What follows belongs to an exercise in optimizing a design on an open flow for small area; a production flow would make more cautious choices. RTL that was checked went through simulation tests only; none was proved equivalent to the original. The RTL of run 5 was laid out without a check of its function. The clock cells of runs 4 to 7 come from the design's own scripts or RTL, not from TritonCTS. The clock port is modelled as an ideal driver, which makes a skipped or thinned clock tree look cheaper than it is; a real chip needs a root buffer or a tree. Power is estimated from default activity; no workload was simulated.

File: flow/design.v
module hsct_lane (
    input         clk,
    input         rst_n,
    input         generate_err,
    input         start_i,
    input         clear_i,
    input         reset_en,
    output [15:0] tx_data,
    output [3:0]  tx_k,
    input         rx_ready,
    input         rx_val_i,
    input  [15:0] rx_data,
    input  [3:0]  rx_k,
    input  [3:0]  disp_err,
    input  [3:0]  lcv_err,
    output        lane_arst_n,
    output reg [15:0] error_count,
    output reg    error_o,
    output reg    rx_val_o,
    output reg    lock_o
);
    reg [15:0] tx_cnt;
    reg        tx_kc;
    reg        gerr_d1, gerr_d2;
    wire gen_run = ~tx_kc | ~tx_cnt[4] | (tx_cnt[3] & tx_cnt[2]);
    wire tx_c5   = ~tx_kc & (&tx_cnt[4:0]);
    always @(posedge clk or negedge rst_n)
        if (!rst_n) begin
            tx_cnt  <= 16'h0013;
            tx_kc   <= 1'b1;
            gerr_d1 <= 1'b0;
            gerr_d2 <= 1'b0;
        end else begin
            tx_cnt  <= {tx_cnt[15:5] + {10'd0, tx_c5}, tx_cnt[4:0] + 5'd1};
            tx_kc   <= tx_kc & tx_cnt[4];
            gerr_d1 <= generate_err & gen_run;
            gerr_d2 <= gerr_d1;
        end
    wire [15:0] tx_word = {tx_cnt[15:8], tx_cnt[7] | tx_kc, tx_cnt[6],
                           tx_cnt[5] | tx_kc,
                           tx_kc ? 5'b11100 : tx_cnt[4:0]};
    assign tx_data = gerr_d2 ? 16'hFFEF : tx_word;
    assign tx_k    = {3'b000, tx_kc};
    reg        started;     
    reg        counting;    
    reg [15:0] cnt;
    wire comma  = (rx_k == 4'b0001) && (rx_data == 16'h00BC);
    wire k0     = (rx_k == 4'b0000);
    wire cnt_en = started ? (counting | k0) : comma;
    wire lo_clr = ~started & ~comma;
    wire c2     = started & cnt_en & cnt[1] & cnt[0];
    wire [1:0]  lo_nx  = cnt[1:0] + {1'b0, cnt_en};
    wire [15:0] cnt_nx = {cnt[15:2] + {13'd0, c2}, lo_clr ? 2'b00 : lo_nx};
    reg        clr_d1, st_d1, st_d2;
    reg        pre_lock;    
    reg        s_lock, s_rxv;
    reg [15:0] s_ecnt;
    always @(posedge clk or negedge rst_n)
        if (!rst_n) begin
            started  <= 1'b0;
            counting <= 1'b0;
            cnt      <= 16'd0;
            clr_d1   <= 1'b0;
            st_d1    <= 1'b0;
            st_d2    <= 1'b0;
            pre_lock <= 1'b0;
            s_lock   <= 1'b0;
            s_rxv    <= 1'b0;
            s_ecnt   <= 16'd0;
            rx_val_o <= 1'b0;
            lock_o   <= 1'b0;
            error_o  <= 1'b0;
            error_count <= 16'd0;
        end else begin
            started  <= started | (comma & cnt[1] & cnt[0]);
            counting <= counting | (started & k0);
            cnt      <= cnt_nx;
            clr_d1   <= clear_i;
            st_d1    <= start_i;
            st_d2    <= st_d1;
            pre_lock <= clr_d1 | (started & (cnt_nx == rx_data));
            s_lock   <= pre_lock;
            s_rxv    <= rx_val_i;
            s_ecnt   <= pre_lock ? 16'd0 : s_ecnt + 16'd1;
            if (st_d2) begin
                rx_val_o    <= s_rxv;
                lock_o      <= s_lock;
                error_o     <= ~s_lock;
                error_count <= s_ecnt;
            end
        end
    reg [7:0] cinit;
    reg [2:0] err_c;
    reg [2:0] since_e;
    wire lane_run = rx_ready & ~generate_err;
    wire err_e    = err_c[2] & ~err_c[0];
    wire any_err  = (|disp_err) | (|lcv_err);
    wire ci_z7    = ~(|cinit[6:0]);
    wire ci_fb    = cinit[7] ^ cinit[5] ^ cinit[4] ^ cinit[3] ^ ci_z7;
    wire ci_last  = cinit[7] & ci_z7;
    assign lane_arst_n = ~(since_e[2] | since_e[1]);
    always @(posedge clk or negedge rst_n)
        if (!rst_n) begin
            cinit   <= 8'd0;
            err_c   <= 3'd0;
            since_e <= 3'd0;
        end else begin
            cinit <= (lane_arst_n & lane_run) ? {cinit[6:0], ci_fb} : 8'd0;
            if (~lane_arst_n | ~reset_en | ci_last | ~lane_run)
                err_c <= 3'd0;
            else if (any_err)
                err_c <= {err_c[1], err_c[0] | err_c[2], ~err_c[2]};
            since_e <= {since_e[1] & (since_e[0] | since_e[2]),
                        since_e[0] | (since_e[1] & ~since_e[2]),
                        ~since_e[2] & (err_e ^ (since_e[0] | since_e[1]))};
        end
endmodule
File: flow/flow/run.sh
#!/bin/bash
# Layout flow: the standard ORFS flow (standard.sh) with
#  - synthesis mapped by ABC for area (flow/synth_wrap.tcl),
#  - sky130_fd_sc_hd__buf_1 as the port buffers,
#  - no dummy loads in clock tree synthesis.
# Each step's output goes to a log of its own in this folder.
set -euo pipefail
W=$(pwd)
export FLOW_ABC_SCRIPT=$W/flow/abc_area.script
export FLOW_SYNTH_TCL=$W/synth_recipe.tcl
sed "s#SYNTH_SCRIPT=[^ ]*#SYNTH_SCRIPT=$W/flow/synth_wrap.tcl#" standard.sh > standard_area.sh
export BUFFER_PORTS_ARGS="-buffer_cell sky130_fd_sc_hd__buf_1"
export CTS_ARGS="-sink_clustering_enable -repair_clock_nets -dont_use_dummy_load"
bash standard_area.sh synth > synth.log 2>&1
bash standard_area.sh finish > finish.log 2>&1
File: flow/flow/abc_area.script
strash
dch -f
amap
topo
File: flow/flow/synth_wrap.tcl
# Wraps the standard flow's synthesis script: the same synthesis, except that ABC maps
# the logic with an area-oriented script (flow/abc_area.script) and no delay
# target. Flip-flop mapping (before ABC) is unchanged.
proc abc {args} {
  set i [lsearch -exact $args -script]
  if { $i >= 0 } {
    set args [lreplace $args [expr {$i + 1}] [expr {$i + 1}] $::env(FLOW_ABC_SCRIPT)]
  }
  set j [lsearch -exact $args -D]
  if { $j >= 0 } { set args [lreplace $args $j [expr {$j + 1}]] }
  yosys abc {*}$args
}
source $::env(FLOW_SYNTH_TCL)
File: flow/standard.sh
#!/bin/bash
# synth_recipe.tcl (not shown) runs the flow's synth.tcl, then flattens the netlist and writes it again
# the make line also repeats each setting of config.mk as NAME=value (left out here)
make -C /OpenROAD-flow-scripts/flow DESIGN_CONFIG=/design/flow/config.mk WORK_HOME=/design/flow/orfs CLKGATE_MAP_FILE= SYNTH_SCRIPT=/design/flow/synth_recipe.tcl "${@:-finish}"
File: flow/config.mk
export PLATFORM = sky130hd
export DESIGN_NAME = hsct_lane
export DESIGN_NICKNAME = hsct_lane
export VERILOG_FILES = /design/flow/design.v
export SDC_FILE = /design/flow/constraint.sdc
export NUM_CORES = 4
export LEC_CHECK = 0
export CAP_MARGIN = 20
export CORE_MARGIN = 2
export CORE_UTILIZATION = 80
export PLACE_DENSITY = 0.9
export SLEW_MARGIN = 20
File: flow/constraint.sdc
create_clock -name core_clock -period 6.4 [get_ports {clk}]
set_input_delay 1.2800 -clock core_clock [delete_from_list [all_inputs] [get_ports {clk}]]
set_output_delay 1.2800 -clock core_clock [all_outputs]
set_load 0.01 [all_outputs]
==> out/qor.yml, run 1 <==
clock_network:
  cts_tree: "built"
  clk_pin_slew_ps: 90
  cts_resized: 0
  post_cts_buffers: 0
  cts-root-buf: "clkbuf_8"
  clock_sinks: 92
  clk_path_buf_depth: 2
  hold_buffers: 0
  htree_levels: 3
  clock_latency_ps: 360
  numCtsBuffers: 9
critical_path:
  end_kind: "flip-flop"
  start_kind: "input pin"
  rrSetupSlack_ps: 2880
  critPathKind: "in -> reg"
  crit_fanout: 4
  crit_arrival_ps: 4620
  rr_startpoint: "tx_cnt[1]$_DFF_PN1_"
  cp-endpoint: "pre_lock$_DFF_PN0_"
  timing.rr.end: "tx_cnt[15]$_DFF_PN0_"
  cp.required_ps: 6690
  r2r_cells: 17
  startpoint: "rx_k[3]"
detailed_routing:
  drt-total-wl_um: 9390
  drtPass1Iterations: 6
  via_count: 3411
  ant_nets: 0
  routedWlPerCell_um: 17.0
  drcViolationCount: 0
  drtIter0Drc: 465
  vias_per_cell: 6.17
global_routing:
  grt_overflow: 0
  grt_usage_pct: 38.0
  grt_max_degree: 93
  grt_pass1_wl_um: 15400
  antenna_found_initial: 0
  grt_pass1_vias: 3330
synthesis:
  yosysSeqAreaShare_pct: 58.7
  synth_warnings: 1
  synth_edf_count: 0
  postSynthAreaPerCell_um2: 9.68
  ys.flop_type: "dfrtp_1"
  ys_ff_latch: 92
  synth.cell_area_um2: 3930
  ys_types: 31
  async_reset_ff_share_pct: 100
  syn_inst: 406
timing:
  fin_skew_ps: 17.0
  worstMarginPinSlew_ps: 836
  fin_tns_setup_ps: 0
  timing.final.crit_share_pct: 67.7
  max_freq_mhz: 231
  hold-worst-slack_ps: 368
  fin_crit_ps: 4330
  maxSlewViolCount: 0
  finalHoldViolCount: 0
  rsz0062_at_grt: "false"
  relSlewSlack_pct: 44.3
  setup_violations: 0
power:
  p_per_area_nw_per_um2: 232
  fin_total_pwr_w: 0.00102
  ir_drop_uv: 151
  p_leak_nw: 1.85
die:
  core_um2: 4720
  ioPinCount: 76
  initial_core_util_pct: 83.2
  chipHeight_um: 74.1
  rows: 25
  dieArea_um2: 5490
  fp.dieW_um: 74.1
finish:
  diodes: 0
  utilization_pct: 93.2
  drive_gt1_share_pct: 3.09
  fin_nets: 532
  layout.cells.non_filler: 553
  area_growth_pct: 12.0
placement:
  dp_hpwl_um: 6140
  place_inst: 544
  io_buffers: 72
  gp_congestion: 0.855
run:
  maxCapViolCount: 0
worst_hold_path:
  hold_class: "reg -> reg"
outcome:
  status: "no timing/DRC/antenna violations"
-- cell usage in the layout (no fill, tap or decap), drive strengths merged, types with 3 or more instances in the layout --
cell type / instances
nand4: 5
a211oi: 11
dfrtp: 88
conb: 3
clkinv: 59
o22a: 11
nor4: 9
dfstp: 4
nand3: 7
or2: 3
o21ai: 15
nand2: 36
xor2: 4
buf: 72
nor2: 61
nor2b: 6
nor3: 16
o32ai: 3
clkbuf: 10
o22ai: 12
ha: 8
or3: 3
a21oi: 28
-- routing by layer --
metal | routed length (µm) | GRT usage, % | vias to the layer above | part of all wire [%]
li1 | - | - | 1545 | -
met1 | 3520 | 45.9 | 1628 | 37
met4 | 326 | 18.6 | 0 | 3.5
met5 | 0 | 0 | - | 0
met2 | 5000 | 66.6 | 195 | 53
met3 | 536 | 6.37 | 43 | 5.7
-- cell usage after synthesis (2+ instances only) --
library cell / instances / area [µm²]
dfrtp_1: 88 / 2200
nor2_1: 61 / 229
clkinv_1: 59 / 221
nand2_1: 36 / 135
a21oi_1: 28 / 140
nor3_1: 16 / 80.1
o21ai_0: 15 / 75.1
o22ai_1: 12 / 75.1
a211oi_1: 11 / 82.6
o22a_1: 11 / 96.3
nor4_1: 9 / 56.3
ha_1: 8 / 100
nand3_1: 7 / 35.0
nor2b_1: 6 / 37.5
nand4_1: 5 / 31.3
buf_4: 4 / 30.0
dfstp_2: 4 / 105
xor2_1: 4 / 35.0
o32ai_1: 3 / 26.3
or2_0: 3 / 18.8
or3_1: 3 / 18.8
a221oi_1: 2 / 17.5
o21a_1: 2 / 15.0
or4_1: 2 / 15.0
-- logic make-up (layout without fill, tap and decap cells) --
kind of cell,Yosys count,after routing,synth area share [%]
AO/OA/AOI/OAI,87,87,14.0
XOR/XNOR,5,5,1.11
adder cells (fa/ha/maj),8,8,2.55
buffers and inverters,63,141,6.40
flip-flops,92,92,58.7
other,1,3,0.0954
AND/OR/NAND/NOR,150,150,17.1
-- report_power, final --
part	leakage, nW	switching, W	internal (W)
registers	1.19	0.0000216	0.000605
clock network	0.0647	0.000175	0.000126
logic	0.593	0.0000588	0.0000320
total	1.85	0.000256	0.000763
-- flip-flops by register name (all words and copies together) (netlist names) --
name / count
cinit: 8
clr_d1: 1
cnt: 16
counting: 1
err_c: 3
error_count: 16
error_o: 1
gerr_d1: 1
gerr_d2: 1
lock_o: 1
pre_lock: 1
rx_val_o: 1
s_ecnt: 16
s_lock: 1
s_rxv: 1
since_e: 3
st_d1: 1
st_d2: 1
started: 1
tx_cnt: 16
tx_kc: 1
-- layout make-up --
class                   instances  area [µm²]
clock buffers                   9         124
well taps                      67        83.8
fillers                       168         322
inverters                      59         221
multi-input cells             253        1380
flip-flops and latches         92        2310
repair buffers                 73         285
-- worst min-delay path by stage --
stage,to,start,slack [ps],cells past startpoint
6_report,gerr_d2$_DFF_PN0_,gerr_d1$_DFF_PN0_,370,0
2_1_floorplan,gerr_d2$_DFF_PN0_,gerr_d1$_DFF_PN0_,330,0
5_1_grt,gerr_d2$_DFF_PN0_,gerr_d1$_DFF_PN0_,390,0
3_3_place_gp,gerr_d2$_DFF_PN0_,gerr_d1$_DFF_PN0_,340,0
4_1_cts,gerr_d2$_DFF_PN0_,gerr_d1$_DFF_PN0_,370,0
3_5_place_dp,gerr_d2$_DFF_PN0_,gerr_d1$_DFF_PN0_,330,0
-- worst max-delay path: stages --
cell and delay, ps:
buf_1 70, or2_0 240, nor3_1 260, nor3_1 110, nor3_1 230, ha_1 200
nand2_1 60, nor2_1 220, nand2_1 160, nor3_1 350, clkinv_1 210, nor4_1 310
o21ai_0 230, nor2_1 130, a21oi_1 60, nor4_1 270, a41o_1 230
-- per-stage QoR --
step,area (µm²),setup WS [ps]
after global routing,4400,1730
after global placement,4270,2210
after CTS,4400,2170
final,4400,2070
after detailed placement,4270,1950
after floorplan,3940,2500
==> inputs of run 2 (changes only) <==
--- a/flow/config.mk
+++ b/flow/config.mk
@@ -7,6 +7,5 @@
 export LEC_CHECK = 0
 export CAP_MARGIN = 20
 export CORE_MARGIN = 2
-export CORE_UTILIZATION = 80
-export PLACE_DENSITY = 0.9
+export CORE_UTILIZATION = 40
 export SLEW_MARGIN = 20
==> run 2 against run 1 <==
Still clean. Cell area is 1.8% higher. Critical path depth is 2 higher. Clock power hardly changed. Power is 0.67% lower. Sequential power is 0.6% lower. Fmax is 8.9% higher. Final cell count is 12% higher. Synthesized area stayed put. Critical path type unchanged.
==> out/qor.yml, run 2 <==
outcome:
  status: "no timing/DRC/antenna violations"
timing:
  hold-worst-slack_ps: 354
  fin_crit_ps: 3980
  maxSlewViolCount: 0
  finalHoldViolCount: 0
  max_freq_mhz: 251
  fin_tns_setup_ps: 0
  fin_skew_ps: 23.4
  finalWorstSetupSlack_ps: 2420
  worstMarginPinSlew_ps: 829
  setup_violations: 0
  rsz0062_at_grt: "false"
  relSlewSlack_pct: 44.7
  timing.final.crit_share_pct: 62.2
die:
  chipHeight_um: 103
  rows: 36
  dieArea_um2: 10600
  initial_core_util_pct: 40.8
  core_um2: 9640
  ioPinCount: 76
  fp.dieW_um: 103
synthesis:
  postSynthAreaPerCell_um2: 9.68
  ys.flop_type: "dfrtp_1"
  yosysTopAreaCellShare_pct: 56.0
  yosys-top-cells-area: "dfrtp_1 (56%), nor2_1 (5.8%), clkinv_1 (5.6%)"
  synth_area_leader_cell: "dfrtp_1"
  synth_edf_count: 0
  syn_inst: 406
  synth_warnings: 1
  ys_ff_latch: 92
  synth.cell_area_um2: 3930
  ys_types: 31
  synthTopCellsByCount: "dfrtp_1 (88), nor2_1 (61), clkinv_1 (59), nand2_1 (36), a21oi_1 (28)"
  async_reset_ff_share_pct: 100
  yosysSeqAreaShare_pct: 58.7
  yosysMostFrequentCell: "dfrtp_1"
critical_path:
  cpLargestDelayFamily: "simple AND/OR/NAND/NOR gates"
  cp.required_ps: 6660
  cp_slowest_cell: "nor4_1"
  r2r_cells: 17
  cp.depth: 19
  start_kind: "input pin"
  cpMostUsedCell: "nor3_1"
  crit_path_cell_trace: "buf_1 > or2_0 > nor3_1 > nor3_1 > nor3_1 > ha_1 > nand2_1 > nor2_1 > nand2_1 > clkinv_1 > nand3_1 > nor4_1 > nor2_1 > a21oi_1 > a21oi_1 > a211oi_1 > nand4_1 > nor4_1 > a41o_1"
  critPathKind: "in -> reg"
  crit_fanout: 4
  slowest_delay_ps: 270
  end_kind: "flip-flop"
  crit_buf_inv: 2
  crit_arrival_ps: 4250
detailed_routing:
  routedWlPerCell_um: 11.7
  ant_nets: 0
  drtIter0Drc: 49
  drt-total-wl_um: 7220
  vias_per_cell: 4.84
  drcViolationCount: 0
  via_count: 2995
  drtPass1Iterations: 4
worst_hold_path:
  worstHoldPathCells: 0
  hold_class: "reg -> reg"
finish:
  area_growth_pct: 14.0
  layout.cells.non_filler: 619
  diodes: 0
  utilization_pct: 46.5
  fin_nets: 532
  drive_gt1_share_pct: 3.09
  final-seq-area_um2: 2310
  final_common_cell: "dfrtp_1"
  final_cell_mix: "dfrtp_1 (88), buf_1 (71), nor2_1 (61), clkinv_1 (59), nand2_1 (36)"
  fillers: 970
  multi_input_area_um2: 1380
clock_network:
  cts_tree: "built"
  clock_latency_ps: 350
  htree_levels: 3
  clock_sinks: 92
  clk_path_buf_depth: 2
  post_cts_buffers: 0
  cts-root-buf: "clkbuf_8"
  hold_buffers: 0
  cts_resized: 0
  clk_pin_slew_ps: 80
  numCtsBuffers: 9
placement:
  gp_congestion: 0.807
  io_buffers: 72
  post-place-ws_ps: 2030
  dp_hpwl_um: 5350
  place_inst: 610
run:
  maxCapViolCount: 0
global_routing:
  grt_usage_pct: 15.0
  grt_pass1_wl_um: 12500
  grt_pass1_vias: 2808
  antenna_found_initial: 0
  grt_max_degree: 51
  grt_overflow: 0
power:
  ir_drop_uv: 98.5
  p_per_area_nw_per_um2: 226
  p_leak_nw: 1.85
[run 2: cell counts after synthesis]
No cell type changed its count.
[run 2: where the power goes]
part | switching (W) | internal, W | total (W)
clock network | 0.000176 | 0.000126 | 0.000302
logic | 0.0000550 | 0.0000318 | 0.0000868
registers | 0.0000183 | 0.000605 | 0.000623
[run 2: metrics by stage]
stage / total power, W / cell area (µm²)
floorplan: 0.000680 / 3940
global placement: 0.000721 / 4360
detailed placement: 0.000725 / 4360
CTS: 0.00103 / 4480
global route: 0.00107 / 4480
finish: 0.00101 / 4480
[run 2: area by class of cell]
cell class | count | area share (%)
multi-input cells | 253 | 30.8
well taps | 133 | 3.71
repair buffers | 73 | 6.28
inverters | 59 | 4.94
clock buffers | 9 | 2.76
flip-flops and latches | 92 | 51.5
[run 2: cell families (layout without fill, tap and decap cells)]
logic type / count (synthesis) / in the layout / share of synthesized area [%]
simple gates: 150 / 150 / 17.1
flops: 92 / 92 / 58.7
compound gates: 87 / 87 / 14.0
buf+inv: 63 / 141 / 6.40
fa+ha+maj: 8 / 8 / 2.55
xor+xnor: 5 / 5 / 1.11
other cells: 1 / 3 / 0.0954
[run 2: layer usage]
metal  up-vias  share of wire (%)  global-route usage, %
met5         -                  0                      0
met4         0               0.73                   3.95
met3         5                5.3                   4.68
met2        72                 46                   24.4
met1      1373                 48                   19.6
li1       1545                  -                      -
[run 2: path summary, 6_finish.rpt]
check	startpoint	end	slack (ps)
setup / recovery	rx_k[3]	pre_lock$_DFF_PN0_	2420
hold / removal	gerr_d1$_DFF_PN0_	gerr_d2$_DFF_PN0_	350
setup reg to reg	tx_cnt[1]$_DFF_PN1_	tx_cnt[15]$_DFF_PN0_	3230
hold reg to reg	gerr_d1$_DFF_PN0_	gerr_d2$_DFF_PN0_	350
max in group asynchronous	rst_n	tx_cnt[9]$_DFF_PN0_	4390
min in group asynchronous	rst_n	cnt[4]$_DFF_PN0_	940
==> inputs of run 3 (changes only) <==
==> flow/flow/run.sh (replaced) <==
#!/bin/bash
# Layout flow: the standard ORFS flow (standard.sh) with
#  - synthesis mapped by ABC for area (flow/synth_wrap.tcl), with the
#    adders left to ABC instead of the ADDER_MAP_FILE cells,
#  - sky130_fd_sc_hd__buf_1 as the port buffers,
#  - no dummy loads in clock tree synthesis.
# Each step's output goes to a log of its own in this folder.
set -euo pipefail
W=$(pwd)
export FLOW_ABC_SCRIPT=$W/flow/abc_area.script
export FLOW_SYNTH_TCL=$W/synth_recipe.tcl
sed "s#SYNTH_SCRIPT=[^ ]*#SYNTH_SCRIPT=$W/flow/synth_wrap.tcl#" standard.sh > standard_area.sh
export BUFFER_PORTS_ARGS="-buffer_cell sky130_fd_sc_hd__buf_1"
export CTS_ARGS="-sink_clustering_enable -repair_clock_nets -dont_use_dummy_load"
bash standard_area.sh synth ADDER_MAP_FILE= > synth.log 2>&1
bash standard_area.sh finish ADDER_MAP_FILE= > finish.log 2>&1
==> flow/flow/abc_area.script (replaced) <==
strash
balance
rewrite
refactor
balance
rewrite
rewrite -z
balance
refactor -z
rewrite -z
balance
balance
rewrite
refactor
balance
rewrite
rewrite -z
balance
refactor -z
rewrite -z
balance
dch -f
amap
topo
==> run 3 against run 2 <==
Sequential power increased by 0.6%. Non-clock buffer count unchanged. Combinational power decreased by 2.5%. Fmax decreased by 2.7%. Critical endpoint unchanged. Critical path depth decreased by 3.
==> out/qor.yml, run 3 <==
outcome:
  status: "no timing/DRC/antenna violations"
clock_network:
  cts_resized: 0
  numCtsBuffers: 9
  cts-root-buf: "clkbuf_8"
  clk_path_buf_depth: 2
  cts_tree: "built"
  post_cts_buffers: 0
  clk_pin_slew_ps: 60
  clock_latency_ps: 340
  htree_levels: 3
  hold_buffers: 0
  clock_sinks: 92
synthesis:
  synth_area_leader_cell: "dfrtp_1"
  synth.cell_area_um2: 3780
  synth_edf_count: 0
  postSynthAreaPerCell_um2: 10.1
  syn_inst: 375
  ys_ff_latch: 92
  yosysSeqAreaShare_pct: 61.1
  async_reset_ff_share_pct: 100
  ys_types: 32
  yosysMostFrequentCell: "dfrtp_1"
  yosys-top-cells-area: "dfrtp_1 (58%), nor2_1 (7.6%), o22a_1 (4.2%)"
  synth_warnings: 1
  ys.flop_type: "dfrtp_1"
  synthTopCellsByCount: "dfrtp_1 (88), nor2_1 (77), clkinv_1 (29), a21oi_1 (26), nor3_1 (21)"
  yosysTopAreaCellShare_pct: 58.3
critical_path:
  crit_fanout: 6
  crit_arrival_ps: 4350
  cpMostUsedCell: "nor3_1"
  crit_buf_inv: 2
  start_kind: "input pin"
  cpLargestDelayFamily: "simple AND/OR/NAND/NOR gates"
  rr_startpoint: "started$_DFF_PN0_"
  cp.depth: 16
  timing.rr.end: "pre_lock$_DFF_PN0_"
  rrSetupSlack_ps: 3280
  crit_path_cell_trace: "buf_1 > or2_0 > nor3_1 > nor3_1 > nor3_1 > nand2_1 > nor3_1 > clkinv_1 > nor3_1 > and2_0 > nor2_1 > nor2_1 > a21oi_1 > or4_1 > nor2_1 > a41o_1"
  r2r_cells: 13
  slowest_delay_ps: 470
  cp_slowest_cell: "or4_1"
  end_kind: "flip-flop"
  critPathKind: "in -> reg"
  cp.required_ps: 6660
finish:
  area_growth_pct: 13.8
  fin_nets: 493
  final_cell_mix: "dfrtp_1 (88), nor2_1 (77), buf_1 (71), clkinv_1 (29), a21oi_1 (26)"
  final_common_cell: "dfrtp_1"
  diodes: 0
  drive_gt1_share_pct: 3.30
global_routing:
  grt_pass1_wl_um: 12300
  grt_overflow: 0
  antenna_found_initial: 0
  grt_pass1_vias: 2655
  grt_max_degree: 54
  grt_usage_pct: 15.2
timing:
  max_freq_mhz: 244
  finalHoldViolCount: 0
  fin_crit_ps: 4090
  worstMarginPinSlew_ps: 647
  relSlewSlack_pct: 56.8
  timing.final.crit_share_pct: 64.0
  setup_violations: 0
  rsz0062_at_grt: "false"
  maxSlewViolCount: 0
  fin_skew_ps: 23.1
  fin_tns_setup_ps: 0
worst_hold_path:
  worstHoldPathCells: 0
  holdCritStartpoint: "st_d1$_DFF_PN0_"
  hold_class: "reg -> reg"
  holdPathEnd: "st_d2$_DFF_PN0_"
die:
  core_um2: 9200
  ioPinCount: 76
  initial_core_util_pct: 41.1
  dieArea_um2: 10200
  rows: 35
  fp.dieW_um: 101
  chipHeight_um: 101
power:
  p_leak_nw: 1.91
  ir_drop_uv: 86.4
  fin_total_pwr_w: 0.00101
  p_per_area_nw_per_um2: 235
detailed_routing:
  drt-total-wl_um: 7080
  drtIter0Drc: 72
  drtPass1Iterations: 5
  routedWlPerCell_um: 12.5
  vias_per_cell: 5.05
  ant_nets: 0
  drcViolationCount: 0
  via_count: 2860
placement:
  io_buffers: 72
  dp_hpwl_um: 5120
  gp_congestion: 0.790
run:
  maxCapViolCount: 0
## run 3: changes by cell type after synthesis, sizes merged, moves of 4 or more
cell    change
clkinv     -30
nand2      -23
and3       +20
nor2       +16
ha          -8
or2         +8
a211oi      -7
o22a        +7
o22ai       -7
and2        +5
nor3        +5
nand3       -4
nor4        -4
xor2        -4
## run 3: worst max path at each step
stage / start / to
finish: rx_k[3] / pre_lock$_DFF_PN0_
CTS: rx_k[3] / pre_lock$_DFF_PN0_
floorplan: rx_k[3] / pre_lock$_DFF_PN0_
global placement: rx_k[3] / pre_lock$_DFF_PN0_
global route: rx_k[3] / pre_lock$_DFF_PN0_
detailed placement: rx_k[3] / pre_lock$_DFF_PN0_
## run 3: cell type report
type                            count  area [µm²]
Tap cell                          111         139
Fill cell                         885        4900
Multi-Input combinational cell    252        1340
Inverter                           29         109
Clock buffer                        9         124
Sequential cell                    92        2310
Timing Repair Buffer               73         282
## run 3: stage by stage
stage | hold slack (ps) | setup slack [ps] | util [%] | instances | cell area [µm²]
5_1_grt | 375 | 1930 | 46.8 | 566 | 4300
3_5_place_dp | 335 | 1930 | 45.4 | 557 | 4180
2_1_floorplan | 331 | 2440 | - | 377 | 3790
6_report | 348 | 2310 | 46.8 | 566 | 4300
3_3_place_gp | 332 | 2070 | 45.4 | 557 | 4180
4_1_cts | 350 | 2280 | 46.8 | 566 | 4300
## run 3: where the power goes
group / internal, W / leakage, nW / switching [W]
clock network: 0.000126 / 0.0647 / 0.000171
logic: 0.0000335 / 0.662 / 0.0000511
registers: 0.000605 / 1.18 / 0.0000219
## run 3: kinds of logic (layout without fill, tap and decap cells)
| group | after synthesis | count (layout) | share of synthesized area, % |
|---|---|---|---|
| buffers and inverters | 33 | 111 | 3.68 |
| AO/OA/AOI/OAI | 75 | 75 | 12.9 |
| AND/OR/NAND/NOR | 174 | 174 | 22.3 |
| other | 1 | 3 | 0.0992 |
| flip-flops | 92 | 92 | 61.1 |
## run 3: metal layers
| layer | up-vias | global-route usage (%) | part of all wire, % |
|---|---|---|---|
| li1 | 1467 | - | - |
| met1 | 1326 | 22.1 | 50 |
| met2 | 58 | 22.6 | 45 |
| met3 | 9 | 2.69 | 3.9 |
| met4 | 0 | 6.24 | 0.79 |
| met5 | - | 0 | 0 |
==> inputs of run 4 (changes only) <==
==> flow/flow/run.sh (replaced) <==
#!/bin/bash
# Layout flow: the standard ORFS flow (standard.sh) with
#  - synthesis mapped by ABC for area (flow/synth_wrap.tcl), with the
#    adders left to ABC instead of the ADDER_MAP_FILE cells,
#  - sky130_fd_sc_hd__buf_1 as the port buffers,
#  - a one-level clock tree of FLOW_CTS_GROUPS buffers (flow/cts_tree.tcl)
#    instead of TritonCTS.
# Each step's output goes to a log of its own in this folder.
set -euo pipefail
W=$(pwd)
export FLOW_ABC_SCRIPT=$W/flow/abc_area.script
export FLOW_SYNTH_TCL=$W/synth_recipe.tcl
sed "s#SYNTH_SCRIPT=[^ ]*#SYNTH_SCRIPT=$W/flow/synth_wrap.tcl#" standard.sh > standard_area.sh
export BUFFER_PORTS_ARGS="-buffer_cell sky130_fd_sc_hd__buf_1"
export PRE_CTS_TCL=$W/flow/cts_tree.tcl
export FLOW_CTS_GROUPS=4
export FLOW_CTS_BUFFER=sky130_fd_sc_hd__clkbuf_16
bash standard_area.sh synth ADDER_MAP_FILE= > synth.log 2>&1
bash standard_area.sh finish ADDER_MAP_FILE= > finish.log 2>&1
==> flow/flow/cts_tree.tcl (new file) <==
proc build_clock_tree { K cell {rootcell ""} } {
  set block [ord::get_db_block]
  set clknet [$block findNet clk]
  set pins {}
  foreach it [$clknet getITerms] {
    set inst [$it getInst]
    set loc [$inst getLocation]
    set m [$inst getMaster]
    lappend pins [list $it [expr {[lindex $loc 0] + [$m getWidth]/2}] [expr {[lindex $loc 1] + [$m getHeight]/2}]]
  }
  set n [llength $pins]
  # initial centres: spread along sorted x+y
  set sorted [lsort -real -index 1 $pins]
  set cx {}; set cy {}
  for {set k 0} {$k < $K} {incr k} {
    set p [lindex $sorted [expr {int(($k + 0.5) * $n / $K)}]]
    lappend cx [lindex $p 1]; lappend cy [lindex $p 2]
  }
  for {set iter 0} {$iter < 50} {incr iter} {
    set asg {}
    foreach p $pins {
      set best 0; set bd 1e30
      for {set k 0} {$k < $K} {incr k} {
        set d [expr {abs([lindex $p 1]-[lindex $cx $k]) + abs([lindex $p 2]-[lindex $cy $k])}]
        if {$d < $bd} {set bd $d; set best $k}
      }
      lappend asg $best
    }
    set sx [lrepeat $K 0.0]; set sy [lrepeat $K 0.0]; set sc [lrepeat $K 0]
    foreach p $pins a $asg {
      lset sx $a [expr {[lindex $sx $a] + [lindex $p 1]}]
      lset sy $a [expr {[lindex $sy $a] + [lindex $p 2]}]
      lset sc $a [expr {[lindex $sc $a] + 1}]
    }
    for {set k 0} {$k < $K} {incr k} {
      if {[lindex $sc $k] > 0} {
        lset cx $k [expr {[lindex $sx $k] / [lindex $sc $k]}]
        lset cy $k [expr {[lindex $sy $k] / [lindex $sc $k]}]
      }
    }
  }
  set master [[ord::get_db] findMaster $cell]
  set src $clknet
  if {$rootcell ne ""} {
    set rm [[ord::get_db] findMaster $rootcell]
    set rinst [odb::dbInst_create $block $rm clkbuf_root]
    set rnet [odb::dbNet_create $block clknet_root]
    $rnet setSigType CLOCK
    [$rinst findITerm A] connect $clknet
    [$rinst findITerm X] connect $rnet
    set mx 0; set my 0; foreach x $cx y $cy { set mx [expr {$mx + $x/$K}]; set my [expr {$my + $y/$K}] }
    $rinst setLocation [expr {int($mx)}] [expr {int($my)}]
    $rinst setPlacementStatus PLACED
    set src $rnet
  }
  for {set k 0} {$k < $K} {incr k} {
    set grp {}
    foreach p $pins a $asg { if {$a == $k} { lappend grp [lindex $p 0] } }
    if {[llength $grp] == 0} continue
    set inst [odb::dbInst_create $block $master clkbuf_leaf_$k]
    set net [odb::dbNet_create $block clknet_leaf_$k]
    $net setSigType CLOCK
    [$inst findITerm A] connect $src
    [$inst findITerm X] connect $net
    foreach it $grp { $it disconnect; $it connect $net }
    set x [expr {int([lindex $cx $k]) - [$master getWidth]/2}]
    set y [expr {int([lindex $cy $k]) - [$master getHeight]/2}]
    $inst setLocation $x $y
    $inst setPlacementStatus PLACED
    puts "clock group $k: [llength $grp] registers"
  }
}

build_clock_tree $::env(FLOW_CTS_GROUPS) $::env(FLOW_CTS_BUFFER)
set_propagated_clock [all_clocks]
# cts.tcl calls clock_tree_synthesis next: the tree is already built
proc clock_tree_synthesis { args } {
  puts "clock tree built by flow/cts_tree.tcl; TritonCTS not run"
}
--- a/flow/config.mk
+++ b/flow/config.mk
@@ -7,5 +7,6 @@
 export LEC_CHECK = 0
 export CAP_MARGIN = 20
 export CORE_MARGIN = 2
-export CORE_UTILIZATION = 40
+export CORE_UTILIZATION = 70
+export PLACE_DENSITY = 0.8
 export SLEW_MARGIN = 20
==> run 4 against run 3 <==
Still clean on timing, DRC and antenna. Sequential power hardly changed. Worst setup slack worse by 210 ps. Synthesized area stayed put. Clock skew is 15 ps higher. Die area is 41% lower. Sequential share of layout area is 0.95 points higher. Routed wire length is 0.96% higher. Largest power group unchanged. Highest routed layer unchanged.
==> out/qor.yml, run 4 <==
global_routing:
  antenna_found_initial: 0
  grt_max_degree: 62
  grt_usage_pct: 25.6
  grt_pass1_wl_um: 12800
  grt_pass1_vias: 3016
  grt_overflow: 0
detailed_routing:
  drcViolationCount: 0
  via_count: 2989
  drtIter0Drc: 136
  ant_nets: 0
  routedWlPerCell_um: 13.8
  vias_per_cell: 5.75
  drtPass1Iterations: 4
  drt-total-wl_um: 7150
outcome:
  status: "no timing/DRC/antenna violations"
finish:
  final_cell_mix: "dfrtp_1 (88), nor2_1 (77), buf_1 (71), clkinv_1 (29), a21oi_1 (26)"
  area_growth_pct: 11.8
  diodes: 0
  drive_gt1_share_pct: 2.22
  fin_nets: 488
  final_common_cell: "dfrtp_1"
timing:
  finalWorstSetupSlack_ps: 2100
  finalHoldViolCount: 0
  timing.final.crit_share_pct: 67.2
  fin_crit_ps: 4300
  fin_tns_setup_ps: 0
  max_freq_mhz: 233
  worstMarginPinSlew_ps: 738
  relSlewSlack_pct: 50.8
  setup_violations: 0
  rsz0062_at_grt: "false"
  maxSlewViolCount: 0
  fin_skew_ps: 38.3
placement:
  dp_hpwl_um: 5210
  io_buffers: 72
  post-place-ws_ps: 1980
  gp_congestion: 0.869
synthesis:
  synth_area_leader_cell: "dfrtp_1"
  postSynthAreaPerCell_um2: 10.1
  yosysSeqAreaShare_pct: 61.1
  synthTopCellsByCount: "dfrtp_1 (88), nor2_1 (77), clkinv_1 (29), a21oi_1 (26), nor3_1 (21)"
  synth_edf_count: 0
  synth.cell_area_um2: 3780
  yosysMostFrequentCell: "dfrtp_1"
  yosysTopAreaCellShare_pct: 58.3
  ys_types: 32
  yosys-top-cells-area: "dfrtp_1 (58%), nor2_1 (7.6%), o22a_1 (4.2%)"
  synth_warnings: 1
  async_reset_ff_share_pct: 100
  ys.flop_type: "dfrtp_1"
  ys_ff_latch: 92
  syn_inst: 375
critical_path:
  r2r_cells: 13
  end_kind: "flip-flop"
  cp.required_ps: 6470
  critPathKind: "in -> reg"
  cpLargestDelayFamily: "simple AND/OR/NAND/NOR gates"
  crit_buf_inv: 2
  startpoint: "rx_k[3]"
  crit_arrival_ps: 4370
  crit_fanout: 6
  crit_path_cell_trace: "buf_1 > or2_0 > nor3_1 > nor3_1 > nor3_1 > nand2_1 > nor3_1 > clkinv_1 > nor3_1 > and2_0 > nor2_1 > nor2_1 > a21oi_1 > or4_1 > nor2_1 > a41o_1"
  rr_startpoint: "started$_DFF_PN0_"
  cp_slowest_cell: "or4_1"
  rrSetupSlack_ps: 3280
  slowest_delay_ps: 490
  cpMostUsedCell: "nor3_1"
  start_kind: "input pin"
  timing.rr.end: "pre_lock$_DFF_PN0_"
worst_hold_path:
  holdPathEnd: "st_d2$_DFF_PN0_"
  hold_class: "reg -> reg"
  worstHoldPathCells: 0
  holdCritStartpoint: "st_d1$_DFF_PN0_"
power:
  ir_drop_uv: 202
  p_leak_nw: 1.89
  p_per_area_nw_per_um2: 228
  fin_total_pwr_w: 0.000962
clock_network:
  clk_pin_slew_ps: 90
  post_cts_buffers: 0
  hold_buffers: 0
  cts_resized: 0
  clock_latency_ps: 160
die:
  core_um2: 5170
  rows: 26
  initial_core_util_pct: 73.1
  chipHeight_um: 77.5
  ioPinCount: 76
  fp.dieW_um: 77.5
  dieArea_um2: 6000
run:
  maxCapViolCount: 0
-- run 4: cell families (layout without fill, tap and decap cells) --
family | count (synthesis) | after routing | synth area share [%]
compound gates | 75 | 75 | 12.9
other cells | 1 | 3 | 0.0992
simple gates | 174 | 174 | 22.3
buf+inv | 33 | 106 | 3.68
flops | 92 | 92 | 61.1
-- run 4: worst reg2reg max path: cells and delay by family (launching register included) --
| family | cells | cell delay [ps] |
|---|---|---|
| flops | 1 | 370 |
| simple gates | 9 | 2170 |
| compound gates | 2 | 210 |
| buf+inv | 2 | 320 |
-- run 4: metal layers --
layer  vias to the layer above  GRT usage, %  routed length [µm]
met4                         0          3.21                  85
met3                         8          1.74                 284
met5                         -             0                   0
li1                       1461             -                   -
met2                        79          48.3                3670
met1                      1441          33.6                3110
-- run 4: per-stage QoR --
stage	hold slack [ps]	instances	utilization, %	cell area [µm²]
final	362	520	81.7	4230
after global placement	332	516	79.8	4130
after floorplan	331	377	-	3790
after CTS	366	520	81.7	4230
after global routing	379	520	81.7	4230
after detailed placement	343	516	79.8	4130
-- run 4: final cells by class --
cell class                 count  area (µm²)
inverter                      29         109
buffer                         4         100
multi-input combinational    252        1340
tap                           70        87.6
sequential                    92        2310
fill                         314         947
timing repair buffer          73         282
-- run 4: where the power goes --
group | switching [W] | leakage [nW] | internal [W]
sequential | 0.0000228 | 1.18 | 0.000605
combinational | 0.0000524 | 0.662 | 0.0000335
clock | 0.000134 | 0.0493 | 0.000114
-- run 4: worst max path at each step --
| stage | endpoint | slack (ps) | cells past startpoint |
|---|---|---|---|
| floorplan | pre_lock$_DFF_PN0_ | 2440 | 15 |
| global placement | pre_lock$_DFF_PN0_ | 2170 | 16 |
| detailed placement | pre_lock$_DFF_PN0_ | 1980 | 16 |
| CTS | pre_lock$_DFF_PN0_ | 2110 | 16 |
| global route | pre_lock$_DFF_PN0_ | 1630 | 16 |
| finish | pre_lock$_DFF_PN0_ | 2100 | 16 |
==> inputs of run 5 (changes only) <==
--- a/flow/design.v
+++ b/flow/design.v
@@ -19,11 +19,26 @@
     output reg    rx_val_o,
     output reg    lock_o
 );
+    function [15:0] inc16;
+        input [15:0] a;
+        input        ci;
+        integer      k;
+        reg          c;
+        begin
+            c = ci;
+            for (k = 0; k < 16; k = k + 1) begin
+                inc16[k] = a[k] ^ c;
+                c = c & a[k];
+            end
+        end
+    endfunction
     reg [15:0] tx_cnt;
     reg        tx_kc;
     reg        gerr_d1, gerr_d2;
     wire gen_run = ~tx_kc | ~tx_cnt[4] | (tx_cnt[3] & tx_cnt[2]);
     wire tx_c5   = ~tx_kc & (&tx_cnt[4:0]);
+    wire [15:0] tx_cnt_lo = inc16({11'd0, tx_cnt[4:0]}, 1'b1);
+    wire [15:0] tx_cnt_hi = inc16({5'd0, tx_cnt[15:5]}, tx_c5);
     always @(posedge clk or negedge rst_n)
         if (!rst_n) begin
             tx_cnt  <= 16'h0013;
@@ -31,7 +46,7 @@
             gerr_d1 <= 1'b0;
             gerr_d2 <= 1'b0;
         end else begin
-            tx_cnt  <= {tx_cnt[15:5] + {10'd0, tx_c5}, tx_cnt[4:0] + 5'd1};
+            tx_cnt  <= {tx_cnt_hi[10:0], tx_cnt_lo[4:0]};
             tx_kc   <= tx_kc & tx_cnt[4];
             gerr_d1 <= generate_err & gen_run;
             gerr_d2 <= gerr_d1;
@@ -50,7 +65,8 @@
     wire lo_clr = ~started & ~comma;
     wire c2     = started & cnt_en & cnt[1] & cnt[0];
     wire [1:0]  lo_nx  = cnt[1:0] + {1'b0, cnt_en};
-    wire [15:0] cnt_nx = {cnt[15:2] + {13'd0, c2}, lo_clr ? 2'b00 : lo_nx};
+    wire [15:0] cnt_hi = inc16({2'd0, cnt[15:2]}, c2);
+    wire [15:0] cnt_nx = {cnt_hi[13:0], lo_clr ? 2'b00 : lo_nx};
     reg        clr_d1, st_d1, st_d2;
     reg        pre_lock;    
     reg        s_lock, s_rxv;
@@ -81,7 +97,7 @@
             pre_lock <= clr_d1 | (started & (cnt_nx == rx_data));
             s_lock   <= pre_lock;
             s_rxv    <= rx_val_i;
-            s_ecnt   <= pre_lock ? 16'd0 : s_ecnt + 16'd1;
+            s_ecnt   <= pre_lock ? 16'd0 : inc16(s_ecnt, 1'b1);
             if (st_d2) begin
                 rx_val_o    <= s_rxv;
                 lock_o      <= s_lock;
==> run 5 against run 4 <==
Global-route usage increased by 0.46 points. Clock power about the same. Hold slack got worse by 10 ps. Synthesized area about the same. Synthesized cell count rose by 0.80%. Register-to-register slack worse by 710 ps.
==> out/qor.yml, run 5 <==
outcome:
  status: "no timing/DRC/antenna violations"
placement:
  gp_congestion: 0.817
  io_buffers: 72
  placed_area_um2: 4130
  dp_hpwl_um: 5340
clock_network:
  clock_latency_ps: 150
  hold_buffers: 0
  clk_pin_slew_ps: 90
  post_cts_buffers: 0
  cts_resized: 0
synthesis:
  synth.cell_area_um2: 3780
  synthTopCellsByCount: "dfrtp_1 (88), clkinv_1 (53), nor2_1 (52), nand2_1 (27), o21ai_0 (21)"
  yosys-top-cells-area: "dfrtp_1 (58%), clkinv_1 (5.3%), nor2_1 (5.2%)"
  synth_warnings: 1
  synth_area_leader_cell: "dfrtp_1"
  yosysMostFrequentCell: "dfrtp_1"
  ys_types: 35
  synth_edf_count: 0
  yosysSeqAreaShare_pct: 61.0
  syn_inst: 378
  ys_ff_latch: 92
  yosysTopAreaCellShare_pct: 58.2
  ys.flop_type: "dfrtp_1"
  postSynthAreaPerCell_um2: 10.0
  async_reset_ff_share_pct: 100
timing:
  fin_skew_ps: 10.8
  fin_crit_ps: 4770
  finalHoldViolCount: 0
  rsz0062_at_grt: "false"
  max_freq_mhz: 210
  timing.final.crit_share_pct: 74.5
  maxSlewViolCount: 0
  relSlewSlack_pct: 47.0
  setup_violations: 0
  fin_tns_setup_ps: 0
  worstMarginPinSlew_ps: 795
finish:
  final_cell_mix: "dfrtp_1 (88), buf_1 (71), clkinv_1 (53), nor2_1 (52), nand2_1 (27)"
  fin_nets: 491
  area_growth_pct: 11.9
  final_common_cell: "dfrtp_1"
  drive_gt1_share_pct: 2.21
  fin_area_um2: 4230
  diodes: 0
  utilization_pct: 81.8
  fillers: 314
global_routing:
  grt_overflow: 0
  antenna_found_initial: 0
  grt_usage_pct: 26.1
  grt_pass1_vias: 2985
  grt_pass1_wl_um: 13000
  grt_max_degree: 93
critical_path:
  rrSetupSlack_ps: 2570
  crit_buf_inv: 7
  crit_fanout: 3
  crit_arrival_ps: 4860
  critPathKind: "in -> reg"
  end_kind: "flip-flop"
  cpMostUsedCell: "nand2_1"
  cpLargestDelayFamily: "simple AND/OR/NAND/NOR gates"
  cp.required_ps: 6490
  startpoint: "rx_k[3]"
  rr_startpoint: "started$_DFF_PN0_"
  slowest_delay_ps: 300
  cp_slowest_cell: "a2111oi_0"
  start_kind: "input pin"
run:
  maxCapViolCount: 0
die:
  initial_core_util_pct: 73.1
  core_um2: 5170
  rows: 26
  dieArea_um2: 6010
  fp.dieW_um: 77.5
  ioPinCount: 76
  chipHeight_um: 77.5
worst_hold_path:
  holdCritStartpoint: "gerr_d1$_DFF_PN0_"
  hold_class: "reg -> reg"
detailed_routing:
  ant_nets: 0
  via_count: 3048
  vias_per_cell: 5.83
  routedWlPerCell_um: 14.4
  drtIter0Drc: 103
  drtPass1Iterations: 4
  drcViolationCount: 0
  drt-total-wl_um: 7550
power:
  ir_drop_uv: 185
  p_per_area_nw_per_um2: 228
  p_leak_nw: 1.86
-- run 5: cell count changes after synthesis, moves of 3 or more --
cell	previous run	this run
nor2_1	77	52
and3_1	20	14
and2_0	5	2
a21oi_1	26	20
or2_0	11	7
nand2_1	13	27
o21ai_0	12	21
clkinv_1	29	53
-- run 5: logic make-up (layout without fill, tap and decap cells) --
logic type | count (synthesis) | count (layout) | share of synthesized area, %
and+or+nand+nor | 142 | 142 | 17.6
DFF | 92 | 92 | 61.0
AOI/OAI and AO/OA | 86 | 86 | 15.2
buffers and inverters | 57 | 130 | 6.05
other | 1 | 3 | 0.0991
-- run 5: path summary, 6_finish.rpt --
| path | cells past startpoint | endpoint |
|---|---|---|
| max in group asynchronous | 2 | tx_cnt[2]$_DFF_PN0_ |
| setup / recovery | 29 | pre_lock$_DFF_PN0_ |
| hold / removal | 0 | gerr_d2$_DFF_PN0_ |
| setup reg to reg | 26 | pre_lock$_DFF_PN0_ |
| min in group asynchronous | 2 | error_count[12]$_DFFE_PN0P_ |
| hold reg to reg | 0 | gerr_d2$_DFF_PN0_ |
-- run 5: per-layer routing --
metal	global-route usage (%)	part of all wire (%)
met4	6.79	2.1
met1	34.0	43
met5	0	0
met3	2.91	4.6
met2	46.9	50
-- run 5: report_power, final --
| part | internal [W] | leakage, nW | switching [W] |
|---|---|---|---|
| combinational | 0.0000323 | 0.607 | 0.0000520 |
| sequential | 0.000605 | 1.20 | 0.0000232 |
| clock | 0.000114 | 0.0493 | 0.000137 |
| total | 0.000751 | 1.86 | 0.000212 |
-- run 5: through the flow --
step,hold slack [ps],power (W),std cells,setup slack (ps)
floorplan,331,0.000679,380,2050
global placement,333,0.000718,519,1790
detailed placement,338,0.000724,519,1530
CTS,354,0.000966,523,1680
global route,358,0.000998,523,989
finish,352,0.000963,523,1630
-- run 5: cell type report --
| cell class | count | area (µm²) | area share (%) |
|---|---|---|---|
| Buffer | 4 | 100 | 2.36 |
| Tap cell | 70 | 87.6 | 2.07 |
| Timing Repair Buffer | 73 | 285 | 6.74 |
| Inverter | 53 | 199 | 4.70 |
| Multi-Input combinational cell | 231 | 1250 | 29.6 |
| Sequential cell | 92 | 2310 | 54.5 |
-- run 5: worst register-to-register path: cells and delay by family (launching register included) --
family / cells / cell delay (ps)
and+or+nand+nor: 13 / 1520
buffers and inverters: 7 / 560
AOI/OAI and AO/OA: 6 / 1270
DFF: 1 / 420
==> inputs of run 6 (changes only) <==
--- a/flow/design.v
+++ b/flow/design.v
@@ -19,26 +19,11 @@
     output reg    rx_val_o,
     output reg    lock_o
 );
-    function [15:0] inc16;
-        input [15:0] a;
-        input        ci;
-        integer      k;
-        reg          c;
-        begin
-            c = ci;
-            for (k = 0; k < 16; k = k + 1) begin
-                inc16[k] = a[k] ^ c;
-                c = c & a[k];
-            end
-        end
-    endfunction
     reg [15:0] tx_cnt;
     reg        tx_kc;
     reg        gerr_d1, gerr_d2;
     wire gen_run = ~tx_kc | ~tx_cnt[4] | (tx_cnt[3] & tx_cnt[2]);
     wire tx_c5   = ~tx_kc & (&tx_cnt[4:0]);
-    wire [15:0] tx_cnt_lo = inc16({11'd0, tx_cnt[4:0]}, 1'b1);
-    wire [15:0] tx_cnt_hi = inc16({5'd0, tx_cnt[15:5]}, tx_c5);
     always @(posedge clk or negedge rst_n)
         if (!rst_n) begin
             tx_cnt  <= 16'h0013;
@@ -46,7 +31,7 @@
             gerr_d1 <= 1'b0;
             gerr_d2 <= 1'b0;
         end else begin
-            tx_cnt  <= {tx_cnt_hi[10:0], tx_cnt_lo[4:0]};
+            tx_cnt  <= {tx_cnt[15:5] + {10'd0, tx_c5}, tx_cnt[4:0] + 5'd1};
             tx_kc   <= tx_kc & tx_cnt[4];
             gerr_d1 <= generate_err & gen_run;
             gerr_d2 <= gerr_d1;
@@ -65,8 +50,7 @@
     wire lo_clr = ~started & ~comma;
     wire c2     = started & cnt_en & cnt[1] & cnt[0];
     wire [1:0]  lo_nx  = cnt[1:0] + {1'b0, cnt_en};
-    wire [15:0] cnt_hi = inc16({2'd0, cnt[15:2]}, c2);
-    wire [15:0] cnt_nx = {cnt_hi[13:0], lo_clr ? 2'b00 : lo_nx};
+    wire [15:0] cnt_nx = {cnt[15:2] + {13'd0, c2}, lo_clr ? 2'b00 : lo_nx};
     reg        clr_d1, st_d1, st_d2;
     reg        pre_lock;    
     reg        s_lock, s_rxv;
@@ -97,7 +81,7 @@
             pre_lock <= clr_d1 | (started & (cnt_nx == rx_data));
             s_lock   <= pre_lock;
             s_rxv    <= rx_val_i;
-            s_ecnt   <= pre_lock ? 16'd0 : inc16(s_ecnt, 1'b1);
+            s_ecnt   <= pre_lock ? 16'd0 : s_ecnt + 16'd1;
             if (st_d2) begin
                 rx_val_o    <= s_rxv;
                 lock_o      <= s_lock;
--- a/flow/flow/cts_tree.tcl
+++ b/flow/flow/cts_tree.tcl
@@ -16,15 +16,35 @@
     set p [lindex $sorted [expr {int(($k + 0.5) * $n / $K)}]]
     lappend cx [lindex $p 1]; lappend cy [lindex $p 2]
   }
-  for {set iter 0} {$iter < 50} {incr iter} {
-    set asg {}
+  # k-means with balanced groups: each group takes at most ceil(n/K)
+  # registers; registers are assigned in order of how much they lose by
+  # not getting their nearest centre
+  set cap [expr {($n + $K - 1) / $K}]
+  for {set iter 0} {$iter < 30} {incr iter} {
+    set order {}
+    set idx 0
     foreach p $pins {
-      set best 0; set bd 1e30
+      set ds {}
       for {set k 0} {$k < $K} {incr k} {
-        set d [expr {abs([lindex $p 1]-[lindex $cx $k]) + abs([lindex $p 2]-[lindex $cy $k])}]
-        if {$d < $bd} {set bd $d; set best $k}
+        lappend ds [list $k [expr {abs([lindex $p 1]-[lindex $cx $k]) + abs([lindex $p 2]-[lindex $cy $k])}]]
       }
-      lappend asg $best
+      set ds [lsort -real -index 1 $ds]
+      set regret [expr {[lindex $ds 1 1] - [lindex $ds 0 1]}]
+      lappend order [list $idx $regret $ds]
+      incr idx
+    }
+    set order [lsort -real -decreasing -index 1 $order]
+    set cnt [lrepeat $K 0]
+    set asg [lrepeat $n 0]
+    foreach o $order {
+      foreach d [lindex $o 2] {
+        set k [lindex $d 0]
+        if {[lindex $cnt $k] < $cap} {
+          lset asg [lindex $o 0] $k
+          lset cnt $k [expr {[lindex $cnt $k] + 1}]
+          break
+        }
+      }
     }
     set sx [lrepeat $K 0.0]; set sy [lrepeat $K 0.0]; set sc [lrepeat $K 0]
     foreach p $pins a $asg {
==> run 6 against run 5 <==
Highest routed layer unchanged. Final cell count is 0.57% lower. Clock skew decreased by 4.8 ps. Synthesized area about the same. Hold slack gained 7.5 ps. Clock power barely moved. Worst setup slack improved by 500 ps. Cell area shrank 0.18%. Global-route usage down 0.53 points. Via count shrank 2.6%. Combinational power rose by 2%.
==> out/qor.yml, run 6 <==
worst_hold_path:
  holdCritStartpoint: "st_d1$_DFF_PN0_"
  worstHoldPathCells: 0
  holdPathEnd: "st_d2$_DFF_PN0_"
  hold_class: "reg -> reg"
clock_network:
  post_cts_buffers: 0
  clk_pin_slew_ps: 90
  hold_buffers: 0
  cts_resized: 0
  clock_latency_ps: 150
detailed_routing:
  vias_per_cell: 5.71
  drtPass1Iterations: 4
  drt-total-wl_um: 7200
  ant_nets: 0
  top_layer: "met4"
  routedWlPerCell_um: 13.8
  met2_length_um: 3670
  drcViolationCount: 0
  m1WireLength_um: 3130
  route.met3.wl_um: 260
  drtIter0Drc: 193
  via_count: 2970
power:
  ir_drop_uv: 174
  netSwitchingFraction_pct: 22.1
  combPwrFrac_pct: 8.9
  p_int_w: 0.000752
  p_leak_nw: 1.89
  p_switching_w: 0.000214
  fin_total_pwr_w: 0.000966
  p_per_area_nw_per_um2: 229
  clkPwrFrac_pct: 26.2
  p_seq_share_pct: 64.9
timing:
  worstMarginPinSlew_ps: 744
  rsz0062_at_grt: "false"
  fin_skew_ps: 5.94
  relSlewSlack_pct: 50.4
  finalWorstSetupSlack_ps: 2130
  maxSlewViolCount: 0
  timing.final.crit_share_pct: 66.7
  max_freq_mhz: 234
  fin_crit_ps: 4270
  fin_tns_setup_ps: 0
  setup_violations: 0
  finalHoldViolCount: 0
critical_path:
  end_kind: "flip-flop"
  r2r_cells: 13
  crit_arrival_ps: 4360
  rr_startpoint: "started$_DFF_PN0_"
  critPathKind: "in -> reg"
  rrSetupSlack_ps: 3280
  start_kind: "input pin"
  crit_fanout: 6
  cp.required_ps: 6490
  timing.rr.end: "pre_lock$_DFF_PN0_"
global_routing:
  grt_pass1_vias: 3008
  grt_pass1_wl_um: 12800
  antenna_found_initial: 0
  grt_usage_pct: 25.5
  grt_max_degree: 62
  grt_overflow: 0
die:
  fp.dieW_um: 77.5
  rows: 26
  dieArea_um2: 6000
  initial_core_util_pct: 73.1
  chipHeight_um: 77.5
  ioPinCount: 76
  core_um2: 5170
finish:
  fin_nets: 488
  drive_gt1_share_pct: 2.22
  final_cell_mix: "dfrtp_1 (88), nor2_1 (77), buf_1 (71), clkinv_1 (29), a21oi_1 (26)"
  area_growth_pct: 11.8
  final_common_cell: "dfrtp_1"
  utilization_pct: 81.7
  diodes: 0
  layout.cells.non_filler: 520
synthesis:
  synth_area_leader_cell: "dfrtp_1"
  synth_warnings: 1
  yosysSeqAreaShare_pct: 61.1
  synth_edf_count: 0
  synthTopCellsByCount: "dfrtp_1 (88), nor2_1 (77), clkinv_1 (29), a21oi_1 (26), nor3_1 (21)"
  postSynthAreaPerCell_um2: 10.1
  yosys-top-cells-area: "dfrtp_1 (58%), nor2_1 (7.6%), o22a_1 (4.2%)"
  synth.cell_area_um2: 3780
  ys_types: 32
  yosysTopAreaCellShare_pct: 58.3
  ys.flop_type: "dfrtp_1"
  syn_inst: 375
  ys_ff_latch: 92
  async_reset_ff_share_pct: 100
  yosysMostFrequentCell: "dfrtp_1"
placement:
  io_buffers: 72
  post-place-ws_ps: 1980
  dp_hpwl_um: 5210
  gp_congestion: 0.869
  place_inst: 516
outcome:
  status: "no timing/DRC/antenna violations"
run:
  maxCapViolCount: 0
==> run 6: kinds of logic after synthesis <==
group / Yosys count / synth area share, %
compound gates: 75 / 12.9
simple gates: 174 / 22.3
other cells: 1 / 0.0992
buf+inv: 33 / 3.68
flops: 92 / 61.1
==> run 6: critical path: stages <==
cell and delay [ps]:
buf_1 70, or2_0 230, nor3_1 200, nor3_1 90
nor3_1 200, nand2_1 150, nor3_1 320, clkinv_1 190
nor3_1 270, and2_0 330, nor2_1 120, nor2_1 100
a21oi_1 40, or4_1 490, nor2_1 120, a41o_1 170
==> run 6: layout make-up <==
type	count	area (µm²)
sequential	92	2310
inverter	29	109
timing repair buffer	73	282
fill	318	947
buffer	4	100
multi-input combinational	252	1340
tap	70	87.6
==> run 6: worst max path at each step <==
stage,start,end,slack [ps],cells past startpoint
floorplan,rx_k[3],pre_lock$_DFF_PN0_,2440,15
global placement,rx_k[3],pre_lock$_DFF_PN0_,2170,16
detailed placement,rx_k[3],pre_lock$_DFF_PN0_,1980,16
CTS,rx_k[3],pre_lock$_DFF_PN0_,2130,16
global route,rx_k[3],pre_lock$_DFF_PN0_,1660,16
finish,rx_k[3],pre_lock$_DFF_PN0_,2130,16
==> run 6: power groups by stage <==
stage	logic, W	clock network (W)	registers, W
floorplan	0.0000428	0	0.000638
global placement	0.0000834	0	0.000636
detailed placement	0.0000867	0	0.000639
CTS	0.0000876	0.000253	0.000627
global route	0.0000979	0.000277	0.000632
finish	0.0000859	0.000253	0.000627
==> run 6: metal layers <==
layer | GRT usage (%) | up-vias
li1 | - | 1454
met1 | 33.9 | 1428
met2 | 48.1 | 73
met3 | 1.16 | 15
met4 | 3.39 | 0
met5 | 0 | -
==> run 6: metrics by stage <==
step | hold slack (ps) | instance area (µm²)
CTS | 364 | 4230
floorplan | 331 | 3790
finish | 359 | 4230
detailed placement | 343 | 4130
global route | 370 | 4230
global placement | 332 | 4130
==> inputs of run 7 (changes only) <==
--- a/flow/flow/run.sh
+++ b/flow/flow/run.sh
@@ -13,7 +13,7 @@
 sed "s#SYNTH_SCRIPT=[^ ]*#SYNTH_SCRIPT=$W/flow/synth_wrap.tcl#" standard.sh > standard_area.sh
 export BUFFER_PORTS_ARGS="-buffer_cell sky130_fd_sc_hd__buf_1"
 export PRE_CTS_TCL=$W/flow/cts_tree.tcl
-export FLOW_CTS_GROUPS=4
+export FLOW_CTS_GROUPS=3
 export FLOW_CTS_BUFFER=sky130_fd_sc_hd__clkbuf_16
 bash standard_area.sh synth ADDER_MAP_FILE= > synth.log 2>&1
 bash standard_area.sh finish ADDER_MAP_FILE= > finish.log 2>&1
==> run 7 against run 6 <==
Critical path depth stayed put. Hold slack better by 6.5 ps. Sequential cell count unchanged. Power down 3.0%. Synthesized cell count unchanged. Still clean. Fmax decreased by 0.53%. Final cell count is 0.19% lower. Combinational power is 0.6% lower. Cell area decreased by 0.59%. Clock skew up 2.2 ps. Routed wire length is 1.1% lower.
==> out/qor.yml, run 7 <==
outcome:
  status: "no timing/DRC/antenna violations"
critical_path:
  critPathKind: "in -> reg"
  crit_path_cell_trace: "buf_1 > or2_0 > nor3_1 > nor3_1 > nor3_1 > nand2_1 > nor3_1 > clkinv_1 > nor3_1 > and2_0 > nor2_1 > nor2_1 > a21oi_1 > or4_1 > nor2_1 > a41o_1"
  cpMostUsedCell: "nor3_1"
  cp.required_ps: 6520
  cp_slowest_cell: "or4_1"
  timing.rr.end: "pre_lock$_DFF_PN0_"
  crit_fanout: 6
  r2r_cells: 13
  slowest_delay_ps: 490
  start_kind: "input pin"
  crit_arrival_ps: 4410
  rr_startpoint: "started$_DFF_PN0_"
  rrSetupSlack_ps: 3230
  end_kind: "flip-flop"
worst_hold_path:
  holdPathEnd: "gerr_d2$_DFF_PN0_"
  holdCritStartpoint: "gerr_d1$_DFF_PN0_"
  worstHoldPathCells: 0
  hold_class: "reg -> reg"
synthesis:
  ys.flop_type: "dfrtp_1"
  postSynthAreaPerCell_um2: 10.1
  yosysTopAreaCellShare_pct: 58.3
  yosysMostFrequentCell: "dfrtp_1"
  async_reset_ff_share_pct: 100
  synth.cell_area_um2: 3780
  yosysSeqAreaShare_pct: 61.1
  ys_types: 32
  synth_edf_count: 0
  syn_inst: 375
  yosys-top-cells-area: "dfrtp_1 (58%), nor2_1 (7.6%), o22a_1 (4.2%)"
  synth_area_leader_cell: "dfrtp_1"
  synth_warnings: 1
  ys_ff_latch: 92
  synthTopCellsByCount: "dfrtp_1 (88), nor2_1 (77), clkinv_1 (29), a21oi_1 (26), nor3_1 (21)"
power:
  clkPwrFrac_pct: 24.0
  ir_drop_uv: 195
  p_seq_share_pct: 66.9
  netSwitchingFraction_pct: 22.6
  p_per_area_nw_per_um2: 223
  combPwrFrac_pct: 9.1
  p_leak_nw: 1.88
  p_int_w: 0.000726
  p_switching_w: 0.000212
global_routing:
  grt_max_degree: 62
  grt_overflow: 0
  grtUsageMet1_pct: 33.7
  grt_pass1_wl_um: 12700
  busiest_layer: "met2"
  use_met2_pct: 47.7
  grt_usage_pct: 25.6
  grt_pass1_vias: 3020
  globalRouteMet3Util_pct: 1.51
  antenna_found_initial: 0
clock_network:
  clk_pin_slew_ps: 110
  hold_buffers: 0
  post_cts_buffers: 0
  clock_latency_ps: 170
  cts_resized: 0
die:
  initial_core_util_pct: 73.1
  chipHeight_um: 77.5
  core_um2: 5170
  ioPinCount: 76
  dieArea_um2: 6000
  fp.dieW_um: 77.5
  rows: 26
detailed_routing:
  drcViolationCount: 0
  via_count: 2988
  routedWlPerCell_um: 13.7
  vias_per_cell: 5.76
  drtPass1Iterations: 4
  drtIter0Drc: 121
  ant_nets: 0
  drt-total-wl_um: 7120
timing:
  relSlewSlack_pct: 50.3
  finalHoldViolCount: 0
  fin_crit_ps: 4290
  rsz0062_at_grt: "false"
  hold-worst-slack_ps: 366
  setup_violations: 0
  fin_skew_ps: 8.09
  fin_tns_setup_ps: 0
  maxSlewViolCount: 0
  timing.final.crit_share_pct: 67.0
  max_freq_mhz: 233
  worstMarginPinSlew_ps: 745
run:
  maxCapViolCount: 0
placement:
  gp_congestion: 0.869
  io_buffers: 72
  place_inst: 516
  dp_hpwl_um: 5210
finish:
  diodes: 0
  fin_nets: 487
  layout.cells.non_filler: 519
  final_common_cell: "dfrtp_1"
  area_growth_pct: 11.2
  final_cell_mix: "dfrtp_1 (88), nor2_1 (77), buf_1 (71), clkinv_1 (29), a21oi_1 (26)"
  drive_gt1_share_pct: 2.00
## run 7: cell counts after synthesis
Identical to the previous run, type by type.
## run 7: worst max path at each step
stage	from	end	depth (start not counted)
finish	rx_k[3]	pre_lock$_DFF_PN0_	16
global route	rx_k[3]	pre_lock$_DFF_PN0_	16
CTS	rx_k[3]	pre_lock$_DFF_PN0_	16
detailed placement	rx_k[3]	pre_lock$_DFF_PN0_	16
global placement	rx_k[3]	pre_lock$_DFF_PN0_	16
floorplan	rx_k[3]	pre_lock$_DFF_PN0_	15
## run 7: logic make-up after synthesis
family	synth area share (%)
buf+inv	3.68
flops	61.1
compound gates	12.9
other cells	0.0992
simple gates	22.3
## run 7: power groups by stage
stage	Sequential [W]	Combinational, W	Clock, W
final	0.000628	0.0000854	0.000225
after global routing	0.000633	0.0000977	0.000254
after CTS	0.000627	0.0000873	0.000229
after detailed placement	0.000639	0.0000867	0
after global placement	0.000636	0.0000834	0
after floorplan	0.000638	0.0000428	0
## run 7: area by class of cell
class                      instances  area, µm²
buffer                             3       75.1
fill                             331        972
inverter                          29        109
multi-input combinational        252       1340
sequential                        92       2310
tap                               70       87.6
timing repair buffer              73        282
## run 7: worst max-delay path: cells and delay by family
kind                   cells  cell delay, ps
and+or+nand+nor           12            2660
AOI/OAI and AO/OA          2             210
buffers and inverters      2             290
## run 7: per-layer routing
layer / vias up / wire, µm
met3: 15 / 263
met2: 80 / 3630
met4: 0 / 126
li1: 1455 / -
met5: - / 0
met1: 1438 / 3100
## run 7: per-stage QoR
stage          total power (W)  worst slack, ps  utilization, %  area (µm²)
5_1_grt               0.000984             1690            81.2        4200
2_1_floorplan         0.000680             2440               -        3790
6_report              0.000938             2110            81.2        4200
3_5_place_dp          0.000725             1980            79.8        4130
3_3_place_gp          0.000720             2170            79.8        4130
4_1_cts               0.000944             2120            81.2        4200

==> what the ideal ports hide <==
How much do the figures lean on ideal ports? The routed layouts below were timed once more, with nothing changed but the port constraints. Step 1 assumes that a clkbuf_16 drives the clock port and a buf_2 every other input. Step 2 moves the port delays by t, midway between the first and last clock arrival at a register: inputs arrive t later, outputs are due t later. That takes back most of the time a late clock gives input paths. Slacks: no drivers / after step 1 / after step 2; pairs: no drivers / after step 1.
run	t, ns	slack for setup (ns)	worst setup path at the end	worst slew at a driven data input, ns
run 1	0.379	2.066 / 2.077 / 1.698	input to register	0.04
run 2	0.367	2.419 / 2.431 / 2.064	input to register	0.04
run 3	0.359	2.307 / 2.315 / 1.956	input to register	0.04
run 4	0.220	2.100 / 2.155 / 1.936	input to register	0.04
run 5	0.223	1.631 / 1.681 / 1.459	input to register	0.03
run 6	0.223	2.133 / 2.188 / 1.966	input to register	0.04
run 7	0.228	2.110 / 2.152 / 1.925	input to register	0.04
After both steps every run listed still meets setup and hold. For run 1, which loses most, drivers alone change the setup slack by +0.011 ns; drivers and shift together by -0.368 ns.
